Source: an optimization exercise on an open RTL-to-GDS flow (aim: small area). Production flows keep margins and buffers that such runs may drop. The RTL was checked by simulation tests, not by an equivalence proof against the original design. No driver is modelled on the clock port, so clock power and skew are understated where the tree is cut down; a real chip needs a root buffer or a tree.

==> 08-16 <==
## top
module top(
	input clk,
	input rst,
	output [5:0] seg_sel,
	output [7:0] seg_data
	);
wire scan;
wire [9:0] cd;
clock_div div (.clk(clk), .rst(rst), .cd(cd), .scan(scan));
reg [2:0] idx;
wire [6:0] ion;
assign ion[0] = (~idx[2] & idx[1] & idx[0]);
assign ion[1] = (~idx[2] & idx[1] & ~idx[0]);
assign ion[2] = (~idx[2] & ~idx[1] & idx[0]);
assign ion[3] = (idx[2] & ~idx[0]);
assign ion[4] = (idx[2] & idx[1] & idx[0]);
assign ion[5] = (idx[2] & ~idx[1]);
assign ion[6] = (~idx[1] & ~idx[0]);
wire blank = ion[6];
wire start = (ion[0] & cd[6]) | (ion[1] & cd[4]) | (ion[4] & cd[8]);
wire last = (ion[0] & cd[1]) | (ion[2] & cd[9]) | (ion[5] & cd[3]);
reg [3:0] r0, r1, r2, r3, r4, r5;
reg carry;
wire clr = rst | blank;
wire en = start | carry;
wire [3:0] head;
wire nine;
seg7_counter hd (.d(r5), .en(en), .clr(clr), .q(head), .nine(nine));
always @(posedge clk) begin
	r0 <= head;
	r1 <= r0;
	r2 <= r1;
	r3 <= r2;
	r4 <= r3;
	r5 <= r4;
	carry <= en & nine & ~clr & ~last;
end
reg [3:0] dsel;
always @(*)
	case (idx)
		3'b011: dsel = r3;
		3'b010: dsel = r2;
		3'b001: dsel = r1;
		3'b110: dsel = r0;
		3'b111: dsel = r5;
		3'b101: dsel = r4;
		default: dsel = r4;
	endcase
reg [3:0] hold;
always @(posedge clk)
	if (rst) begin
		idx <= 3'b000;
		hold <= 4'b1101;
	end else if (scan) begin
		idx <= {(~idx[2] & ~idx[1] & idx[0]) | (idx[2] & idx[1]), (~idx[2] & idx[0]) | (idx[2] & ~idx[0]) | ~idx[1], idx[2] | ~idx[0]};
		hold <= dsel ^ 4'b0110;
	end
assign seg_sel[0] = ~ion[0];
assign seg_sel[1] = ~ion[1];
assign seg_sel[2] = ~ion[2];
assign seg_sel[3] = ~ion[3];
assign seg_sel[4] = ~ion[4];
assign seg_sel[5] = ~ion[5];
seg7_decode dec (.d(hold ^ 4'b0110), .seg(seg_data[6:0]));
assign seg_data[7] = seg_sel[0];
endmodule
==> module seg7_counter, before the edit <==
module seg7_counter(
	input [3:0] d,
	input en,
	input clr,
	output [3:0] q,
	output nine);
wire [3:0] f;
assign f[0] = ~((~en & ~d[0]) | (en & ~d[3] & ~d[2] & ~d[1]) | (en & d[2] & d[1] & d[0]) | (d[3] & ~d[1] & ~d[0]));
assign f[1] = (~en & d[1]) | (en & d[3] & ~d[2]) | (d[1] & ~d[0]);
assign f[2] = (~en & d[2]) | (en & ~d[2] & ~d[1]) | (~d[3] & d[2]);
assign f[3] = (~en & d[3]) | (en & d[2] & d[0]) | (d[3] & ~d[1] & ~d[0]);
assign nine = (d[3] & d[2] & ~d[1] & ~d[0]);
assign q = clr ? 4'b1111 : f;
endmodule
==> module seg7_decode, before the edit <==
module seg7_decode(
	input [3:0] d,
	output [6:0] seg);
assign seg[0] = ~((~d[3] & ~d[2]) | (d[3] & ~d[1]) | (d[2] & d[0]));
assign seg[1] = (d[3] & ~d[2] & d[1]) | (d[2] & ~d[1] & d[0]);
assign seg[2] = (~d[2] & d[1]);
assign seg[3] = (~d[3] & ~d[0]) | (d[3] & ~d[2] & d[0]) | (d[1] & ~d[0]);
assign seg[4] = (~d[3] & ~d[1]) | (d[3] & ~d[2] & d[0]) | (d[2] & ~d[0]);
assign seg[5] = (~d[2] & d[0]) | (d[1] & ~d[0]);
assign seg[6] = ~(~d[3] | (d[2] & ~d[1]));
endmodule
==> module top, before the edit <==
module top(
	input clk,
	input rst,
	output [5:0] seg_sel,
	output [7:0] seg_data
	);
wire scan;
wire [9:0] cd;
clock_div div (.clk(clk), .rst(rst), .cd(cd), .scan(scan));
reg [2:0] idx;
wire [6:0] ion;
assign ion[0] = (~idx[2] & idx[1] & idx[0]);
assign ion[1] = (~idx[2] & idx[1] & ~idx[0]);
assign ion[2] = (~idx[2] & ~idx[1] & idx[0]);
assign ion[3] = (idx[2] & ~idx[0]);
assign ion[4] = (idx[2] & idx[1] & idx[0]);
assign ion[5] = (idx[2] & ~idx[1]);
assign ion[6] = (~idx[1] & ~idx[0]);
wire blank = ion[6];
wire start = (ion[0] & cd[6]) | (ion[1] & cd[4]) | (ion[4] & cd[8]);
wire last = (ion[0] & cd[1]) | (ion[2] & cd[9]) | (ion[5] & cd[3]);
reg [3:0] r0, r1, r2, r3, r4, r5;
reg carry;
wire clr = rst | blank;
wire en = start | carry;
wire [3:0] head;
wire nine;
seg7_counter hd (.d(r5), .en(en), .clr(clr), .q(head), .nine(nine));
always @(posedge clk) begin
	r0 <= head;
	r1 <= r0;
	r2 <= r1;
	r3 <= r2;
	r4 <= r3;
	r5 <= r4;
	carry <= en & nine & ~clr & ~last;
end
reg [3:0] dsel;
always @(*)
	case (idx)
		3'b011: dsel = r3;
		3'b010: dsel = r2;
		3'b001: dsel = r1;
		3'b110: dsel = r0;
		3'b111: dsel = r5;
		3'b101: dsel = r4;
		default: dsel = r4;
	endcase
reg [3:0] hold;
always @(posedge clk)
	if (rst) begin
		idx <= 3'b000;
		hold <= 4'b1101;
	end else if (scan) begin
		idx <= {(~idx[2] & ~idx[1] & idx[0]) | (idx[2] & idx[1]), (~idx[2] & idx[0]) | (idx[2] & ~idx[0]) | ~idx[1], idx[2] | ~idx[0]};
		hold <= dsel ^ 4'b0110;
	end
assign seg_sel[0] = ~ion[0];
assign seg_sel[1] = ~ion[1];
assign seg_sel[2] = ~ion[2];
assign seg_sel[3] = ~ion[3];
assign seg_sel[4] = ~ion[4];
assign seg_sel[5] = ~ion[5];
seg7_decode dec (.d(hold ^ 4'b0110), .seg(seg_data[6:0]));
assign seg_data[7] = seg_sel[0];
endmodule
==> flow/config.mk <==
export PLATFORM = sky130hd
export DESIGN_NAME = top
export DESIGN_NICKNAME = top
export VERILOG_FILES = /design/flow/design.v
export SDC_FILE = /design/flow/constraint.sdc
export NUM_CORES = 4
export LEC_CHECK = 0
export CAP_MARGIN = 20
export CORE_MARGIN = 2
export CORE_UTILIZATION = 40
export SLEW_MARGIN = 20
==> flow/constraint.sdc <==
create_clock -name core_clock -period 10.0 [get_ports {clk}]
set_input_delay 2.0000 -clock core_clock [delete_from_list [all_inputs] [get_ports {clk}]]
set_output_delay 2.0000 -clock core_clock [all_outputs]
set_load 0.01 [all_outputs]
standard.sh (not shown) runs the stock make flow with config.mk's settings and CLKGATE_MAP_FILE= SYNTH_SCRIPT=/design/flow/synth_recipe.tcl, a recipe that flattens the netlist after the stock synthesis.
==> flow/flow/run.sh <==
#!/bin/bash
# Own layout flow: the standard synthesis, then an area-oriented re-mapping of
# the combinational logic (several ABC scripts, on the standard netlist and on
# a flat synthesis of the RTL; the smallest whose flip-flops pair one-to-one
# with the standard synthesis's, by name and cell, is kept, under the standard
# names), then the standard ORFS layout with buf_1 port buffers and, after its CTS,
# a clock tree of two clkbuf_8 fed from the clock port (flow/clock_tree.tcl). Each tool's output goes to a log file of its own here.
set -euo pipefail
W=$PWD
F=$W/flow
R=$W/orfs/results/$FLOW_PLATFORM/top/base
LIB=$FLOW_HOME/platforms/$FLOW_PLATFORM/lib/sky130_fd_sc_hd__tt_025C_1v80.lib
DU="$(cat $F/dont_use.txt)"

# 1. standard synthesis, unchanged
bash standard.sh synth > $W/synth_std.log 2>&1
cp $R/1_2_yosys.v $W/std_synth.v

# 2. candidates
mkdir -p $W/cand
best=""; best_area=""
for kind in remap own; do
  for abc in map dc2 deep1 deep2; do
    name=${kind}_${abc}
    if [[ $kind == remap ]]; then in=$W/std_synth.v; else in=$W/design.v; fi
    sed -e "s|@LIB@|$LIB|g" -e "s|@IN@|$in|" -e "s|@OUT@|$W/cand/$name.raw.v|g" \
        -e "s|@ABC@|$F/$abc.abc|" -e "s|@DONTUSE@|$DU|g" $F/$kind.ys > $W/cand/$name.ys
    if ! timeout 300 yosys -s $W/cand/$name.ys > $W/cand/$name.log 2>&1; then continue; fi
    if ! python3 $F/pick.py $W/std_synth.v $W/cand/$name.raw.v $W/cand/$name.v >> $W/cand/$name.log 2>&1; then continue; fi
    area=$(grep "Chip area for module '.top'" $W/cand/$name.raw.v.stat | tail -1 | awk '{print $NF}')
    echo "$name $area" >> $W/cand/areas.txt
    if [[ -z $best_area ]] || awk "BEGIN{exit !($area < $best_area)}"; then best=$name; best_area=$area; fi
  done
done
echo "chosen $best $best_area" >> $W/cand/areas.txt
if [[ -n $best ]]; then
  cp $W/cand/$best.v $R/1_2_yosys.v
  rm -f $R/1_synth.odb $R/1_synth.sdc
  bash standard.sh synth > $W/synth_odb.log 2>&1
fi

# 3. the standard layout, with buf_1 port buffers and a small clock tree
export BUFFER_PORTS_ARGS="-buffer_cell sky130_fd_sc_hd__buf_1"
export CTS_ARGS="-sink_clustering_enable -repair_clock_nets -dont_use_dummy_load -buf_list {sky130_fd_sc_hd__clkbuf_2 sky130_fd_sc_hd__clkbuf_4}"
export POST_CTS_TCL=$F/clock_tree.tcl
bash standard.sh finish > $W/layout.log 2>&1
==> flow/flow/clock_tree.tcl <==
# Sourced by ORFS after its CTS (POST_CTS_TCL): replaces the clock tree it
# built by two clkbuf_8 fed straight from the clock port, each driving half
# of the registers (clusters by location), then legalises placement.
# Replace the clock tree by K buffers of type MASTER driven straight from the
# clock port, each driving a cluster of the registers (k-means on location).
proc rebuild_clock_tree {K MASTER} {
  set block [ord::get_db_block]
  set clknet [$block findNet clk]
  # collect sinks through existing clock buffers, and delete those buffers
  set sinks {}
  set todo [list $clknet]
  set bufs {}
  while {[llength $todo]} {
    set net [lindex $todo 0]; set todo [lrange $todo 1 end]
    foreach it [$net getITerms] {
      set inst [$it getInst]
      if {[$it isOutputSignal]} continue
      set m [[$inst getMaster] getName]
      if {[string match "sky130_fd_sc_hd__clkbuf*" $m] || [string match "sky130_fd_sc_hd__clkinv*" $m]} {
        lappend bufs $inst
        lappend todo [[$inst findITerm X] getNet]
      } else {
        lappend sinks $it
      }
    }
  }
  foreach it $sinks { $it disconnect }
  foreach inst $bufs {
    set n [[$inst findITerm X] getNet]
    odb::dbInst_destroy $inst
    if {$n != "NULL" && $n ne $clknet} { odb::dbNet_destroy $n }
  }
  # sink locations
  set pts {}
  foreach it $sinks {
    set b [[$it getInst] getBBox]
    lappend pts [list [expr {([$b xMin]+[$b xMax])/2}] [expr {([$b yMin]+[$b yMax])/2}]]
  }
  set n [llength $pts]
  # k-means init: sort by x, take evenly spaced
  set sorted [lsort -integer -index 0 $pts]
  set cents {}
  for {set k 0} {$k < $K} {incr k} { lappend cents [lindex $sorted [expr {int(($k+0.5)*$n/$K)}]] }
  for {set iter 0} {$iter < 30} {incr iter} {
    set asg {}
    foreach p $pts {
      set best 0; set bd 1e18
      for {set k 0} {$k < $K} {incr k} {
        set c [lindex $cents $k]
        set d [expr {abs([lindex $p 0]-[lindex $c 0]) + abs([lindex $p 1]-[lindex $c 1])}]
        if {$d < $bd} { set bd $d; set best $k }
      }
      lappend asg $best
    }
    set nc {}
    for {set k 0} {$k < $K} {incr k} {
      set sx 0; set sy 0; set m 0
      foreach p $pts a $asg { if {$a == $k} { incr sx [lindex $p 0]; incr sy [lindex $p 1]; incr m } }
      if {$m == 0} { lappend nc [lindex $cents $k] } else { lappend nc [list [expr {$sx/$m}] [expr {$sy/$m}]] }
    }
    set cents $nc
  }
  set master [[ord::get_db] findMaster $MASTER]
  for {set k 0} {$k < $K} {incr k} {
    set inst [odb::dbInst_create $block $master clkbuf_leaf_$k]
    set net [odb::dbNet_create $block clk_leaf_$k]
    $net setSigType CLOCK
    [$inst findITerm A] connect $clknet
    [$inst findITerm X] connect $net
    set c [lindex $cents $k]
    $inst setLocation [lindex $c 0] [lindex $c 1]
    $inst setPlacementStatus PLACED
    foreach it $sinks a $asg { if {$a == $k} { $it connect $net } }
  }
}

rebuild_clock_tree 2 sky130_fd_sc_hd__clkbuf_8
detailed_placement
estimate_parasitics -placement
report_clock_skew
report_worst_slack -min
report_worst_slack -max
==> flow/flow/own.ys <==
read_verilog -sv @IN@
synth -nofsm -noshare -flatten -top top
rename -wire
rename -hide w:*$func$*
opt -purge
dfflibmap -liberty @LIB@ @DONTUSE@
opt
abc -script @ABC@ -liberty @LIB@ @DONTUSE@
splitnets
opt_clean -purge
hilomap -singleton -hicell sky130_fd_sc_hd__conb_1 HI -locell sky130_fd_sc_hd__conb_1 LO
insbuf -buf sky130_fd_sc_hd__buf_1 A X
tee -o @OUT@.stat stat -liberty @LIB@
write_verilog -noattr -nohex -nodec @OUT@
==> flow/flow/remap.ys <==
read_liberty -overwrite -ignore_miss_func -setattr liberty_cell @LIB@
read_verilog @IN@
hierarchy -top top
setattr -mod -set keep_hierarchy 1 sky130_fd_sc_hd__df*
flatten
opt_clean
abc -script @ABC@ -liberty @LIB@ @DONTUSE@
splitnets
opt_clean -purge
hilomap -singleton -hicell sky130_fd_sc_hd__conb_1 HI -locell sky130_fd_sc_hd__conb_1 LO
insbuf -buf sky130_fd_sc_hd__buf_1 A X
tee -o @OUT@.stat stat -liberty @LIB@
select top
write_verilog -noattr -nohex -nodec -selected @OUT@
Other scripts of this flow, unchanged in this note and not shown: flow/flow/dc2.abc, flow/flow/deep1.abc, flow/flow/deep2.abc, flow/flow/dont_use.txt, flow/flow/map.abc, flow/flow/pick.py
==> 01-17 (differences from 08-16) <==
==> flow/design.v (replaced) <==
module clock_div(
	input clk,
	input rst,
	output [9:0] cd,
	output scan);
reg [4:0] cq;
wire [4:0] cn;
assign cn[0] = ~cq[4];
assign cn[1] = ~cq[0];
assign cn[2] = ~cq[1];
assign cn[3] = ~cq[2];
assign cn[4] = ~cq[3];
assign cd[0] = (~cq[4] & ~cq[0]);
assign cd[1] = (cq[1] & cq[0]);
assign cd[2] = (~cq[2] & ~cq[1]);
assign cd[3] = (cq[3] & cq[2]);
assign cd[4] = (~cq[4] & ~cq[3]);
assign cd[5] = (cq[4] & cq[0]);
assign cd[6] = (~cq[1] & ~cq[0]);
assign cd[7] = (cq[2] & cq[1]);
assign cd[8] = (~cq[3] & ~cq[2]);
assign cd[9] = (cq[4] & cq[3]);
assign scan = cd[4];
always @(posedge clk)
	if (rst)
		cq <= 5'b01010;
	else
		cq <= cn;
endmodule
module seg7_counter(
	input [3:0] d,
	input en,
	input clr,
	output [3:0] q,
	output nine);
wire [3:0] f;
assign f[0] = (~en & d[0]) | (en & d[1] & ~d[0]) | (~d[1] & d[0]);
assign f[1] = ~((~en & ~d[1]) | (en & ~d[3] & d[1]) | (en & d[2] & d[0]) | (d[3] & d[2] & ~d[1]));
assign f[2] = ~((~en & ~d[2]) | (en & d[3] & d[2]));
assign f[3] = (~en & d[3]) | (en & d[2] & d[0]) | (~d[2] & ~d[0]);
assign nine = (d[3] & d[2] & ~d[1] & ~d[0]);
assign q = clr ? 4'b1111 : f;
endmodule
module seg7_decode(
	input [3:0] d,
	output [6:0] seg);
assign seg[0] = (d[3] & ~d[2] & d[1]) | (d[1] & ~d[0]);
assign seg[1] = (d[3] & ~d[2] & d[1]) | (d[2] & ~d[1] & d[0]);
assign seg[2] = (~d[2] & d[1]);
assign seg[3] = (d[3] & ~d[2] & d[0]) | (d[1] & ~d[0]);
assign seg[4] = (~d[3] & d[2] & ~d[1]) | (d[3] & ~d[2] & d[0]) | (d[2] & ~d[0]);
assign seg[5] = (~d[3] & d[2] & ~d[1] & ~d[0]) | (d[3] & d[1] & ~d[0]) | (~d[2] & d[0]);
assign seg[6] = (d[3] & d[1]) | (~d[2] & ~d[1]);
endmodule
module top(
	input clk,
	input rst,
	output [5:0] seg_sel,
	output [7:0] seg_data
	);
wire scan;
wire [9:0] cd;
clock_div div (.clk(clk), .rst(rst), .cd(cd), .scan(scan));
reg [2:0] idx;
wire [6:0] ion;
assign ion[0] = (~idx[2] & ~idx[1] & idx[0]);
assign ion[1] = (~idx[2] & idx[1] & ~idx[0]);
assign ion[2] = (~idx[2] & idx[1] & idx[0]);
assign ion[3] = (idx[2] & ~idx[0]);
assign ion[4] = (idx[2] & idx[1] & idx[0]);
assign ion[5] = (idx[2] & ~idx[1]);
assign ion[6] = (~idx[1] & ~idx[0]);
wire blank = ion[6];
wire start = (ion[0] & cd[6]) | (ion[1] & cd[4]) | (ion[4] & cd[8]);
wire first = (ion[0] & cd[2]) | (ion[2] & cd[0]) | (ion[4] & cd[4]);
reg [3:0] r0, r1, r2, r3, r4, r5;
wire carry = ((~r0[3] & ~r0[2] & ~r0[1])) & ~first;
wire clr = rst | blank;
wire en = start | carry;
wire [3:0] head;
wire nine;
seg7_counter hd (.d(r5), .en(en), .clr(clr), .q(head), .nine(nine));
always @(posedge clk) begin
	r0 <= head;
	r1 <= r0;
	r2 <= r1;
	r3 <= r2;
	r4 <= r3;
	r5 <= r4;
end
reg [3:0] dsel;
always @(*)
	case (idx)
		3'b001: dsel = r3;
		3'b010: dsel = r2;
		3'b011: dsel = r1;
		3'b110: dsel = r0;
		3'b111: dsel = r5;
		3'b101: dsel = r4;
		default: dsel = r4;
	endcase
reg [3:0] hold;
always @(posedge clk)
	if (rst) begin
		idx <= 3'b000;
		hold <= 4'b1010;
	end else if (scan) begin
		idx <= {~((~idx[2] & ~idx[0]) | ~idx[1]), (~idx[2] & idx[0]) | (idx[1] & ~idx[0]), idx[2] | ~idx[0]};
		hold <= dsel ^ 4'b0001;
	end
assign seg_sel[0] = ~ion[0];
assign seg_sel[1] = ~ion[1];
assign seg_sel[2] = ~ion[2];
assign seg_sel[3] = ~ion[3];
assign seg_sel[4] = ~ion[4];
assign seg_sel[5] = ~ion[5];
seg7_decode dec (.d(hold ^ 4'b0001), .seg(seg_data[6:0]));
assign seg_data[7] = seg_sel[0];
endmodule
--- a/flow/flow/run.sh
+++ b/flow/flow/run.sh
@@ -4,7 +4,8 @@
 # a flat synthesis of the RTL; the smallest whose flip-flops pair one-to-one
 # with the standard synthesis's, by name and cell, is kept, under the standard
 # names), then the standard ORFS layout with buf_1 port buffers and, after its CTS,
-# a clock tree of two clkbuf_8 fed from the clock port (flow/clock_tree.tcl). Each tool's output goes to a log file of its own here.
+# a clock tree of two clkbuf_8 fed from the clock port (flow/clock_tree.tcl).
+# Each tool's output goes to a log file of its own here.
 set -euo pipefail
 W=$PWD
 F=$W/flow
@@ -39,7 +40,7 @@
   bash standard.sh synth > $W/synth_odb.log 2>&1
 fi
 
-# 3. the standard layout, with buf_1 port buffers and a small clock tree
+# 3. the standard layout, with buf_1 port buffers and the clock tree above
 export BUFFER_PORTS_ARGS="-buffer_cell sky130_fd_sc_hd__buf_1"
 export CTS_ARGS="-sink_clustering_enable -repair_clock_nets -dont_use_dummy_load -buf_list {sky130_fd_sc_hd__clkbuf_2 sky130_fd_sc_hd__clkbuf_4}"
 export POST_CTS_TCL=$F/clock_tree.tcl
--- a/flow/config.mk
+++ b/flow/config.mk
@@ -6,6 +6,6 @@
 export NUM_CORES = 4
 export LEC_CHECK = 0
 export CAP_MARGIN = 20
-export CORE_MARGIN = 2
-export CORE_UTILIZATION = 40
+export CORE_AREA = 3 3 63 63
+export DIE_AREA = 0 0 66 66
 export SLEW_MARGIN = 20
==> 12-10 (differences from 08-16) <==
--- a/flow/flow/run.sh
+++ b/flow/flow/run.sh
@@ -3,8 +3,8 @@
 # the combinational logic (several ABC scripts, on the standard netlist and on
 # a flat synthesis of the RTL; the smallest whose flip-flops pair one-to-one
 # with the standard synthesis's, by name and cell, is kept, under the standard
-# names), then the standard ORFS layout with buf_1 port buffers and, after its CTS,
-# a clock tree of two clkbuf_8 fed from the clock port (flow/clock_tree.tcl). Each tool's output goes to a log file of its own here.
+# names), then the standard ORFS layout with buf_1 port buffers and a small
+# clock tree. Each tool's output goes to a log file of its own here.
 set -euo pipefail
 W=$PWD
 F=$W/flow
@@ -42,5 +42,4 @@
 # 3. the standard layout, with buf_1 port buffers and a small clock tree
 export BUFFER_PORTS_ARGS="-buffer_cell sky130_fd_sc_hd__buf_1"
 export CTS_ARGS="-sink_clustering_enable -repair_clock_nets -dont_use_dummy_load -buf_list {sky130_fd_sc_hd__clkbuf_2 sky130_fd_sc_hd__clkbuf_4}"
-export POST_CTS_TCL=$F/clock_tree.tcl
 bash standard.sh finish > $W/layout.log 2>&1
--- a/flow/flow/own.ys
+++ b/flow/flow/own.ys
@@ -9,6 +9,6 @@
 splitnets
 opt_clean -purge
 hilomap -singleton -hicell sky130_fd_sc_hd__conb_1 HI -locell sky130_fd_sc_hd__conb_1 LO
-insbuf -buf sky130_fd_sc_hd__buf_1 A X
+insbuf -buf sky130_fd_sc_hd__buf_4 A X
 tee -o @OUT@.stat stat -liberty @LIB@
 write_verilog -noattr -nohex -nodec @OUT@
--- a/flow/flow/remap.ys
+++ b/flow/flow/remap.ys
@@ -8,7 +8,7 @@
 splitnets
 opt_clean -purge
 hilomap -singleton -hicell sky130_fd_sc_hd__conb_1 HI -locell sky130_fd_sc_hd__conb_1 LO
-insbuf -buf sky130_fd_sc_hd__buf_1 A X
+insbuf -buf sky130_fd_sc_hd__buf_4 A X
 tee -o @OUT@.stat stat -liberty @LIB@
 select top
 write_verilog -noattr -nohex -nodec -selected @OUT@
removed: flow/flow/clock_tree.tcl
==> summary of the runs <==
The lowest die area belongs to 08-16, the highest to 01-17.
Hold slack: 12-10 < 01-17 < 08-16.
Setup slack: 12-10 < 08-16 < 01-17.
Against 12-10, the design area of 01-17 is smaller by about 2.4%.
In 08-16 and 01-17 the design's own scripts or RTL, not TritonCTS, make the clock network.

==> separate check: timing with driven ports <==
Ports are ideal in the flow. The routed layouts listed here were re-timed in OpenROAD.
Step 1 assumes that a clkbuf_16 drives the clock port and a buf_2 every other input.
Step 2 times the ports against the registers' clock, not the clock port: input delays grow and output delays shrink by t, the midpoint of the rising clock arrivals with the driver on.
a / b / c = ideal / step 1 / step 2; a / b = the first two.
run	t, ns	setup WS [ns]	worst register clock-pin slew, ns
08-16	0.194	6.210 / 6.174 / 6.368	0.11 / 0.11
01-17	0.188	6.294 / 6.261 / 6.449	0.11 / 0.11
12-10	0.351	6.076 / 6.055 / 6.406	0.10 / 0.10
After both steps setup and hold are still met in every run listed.
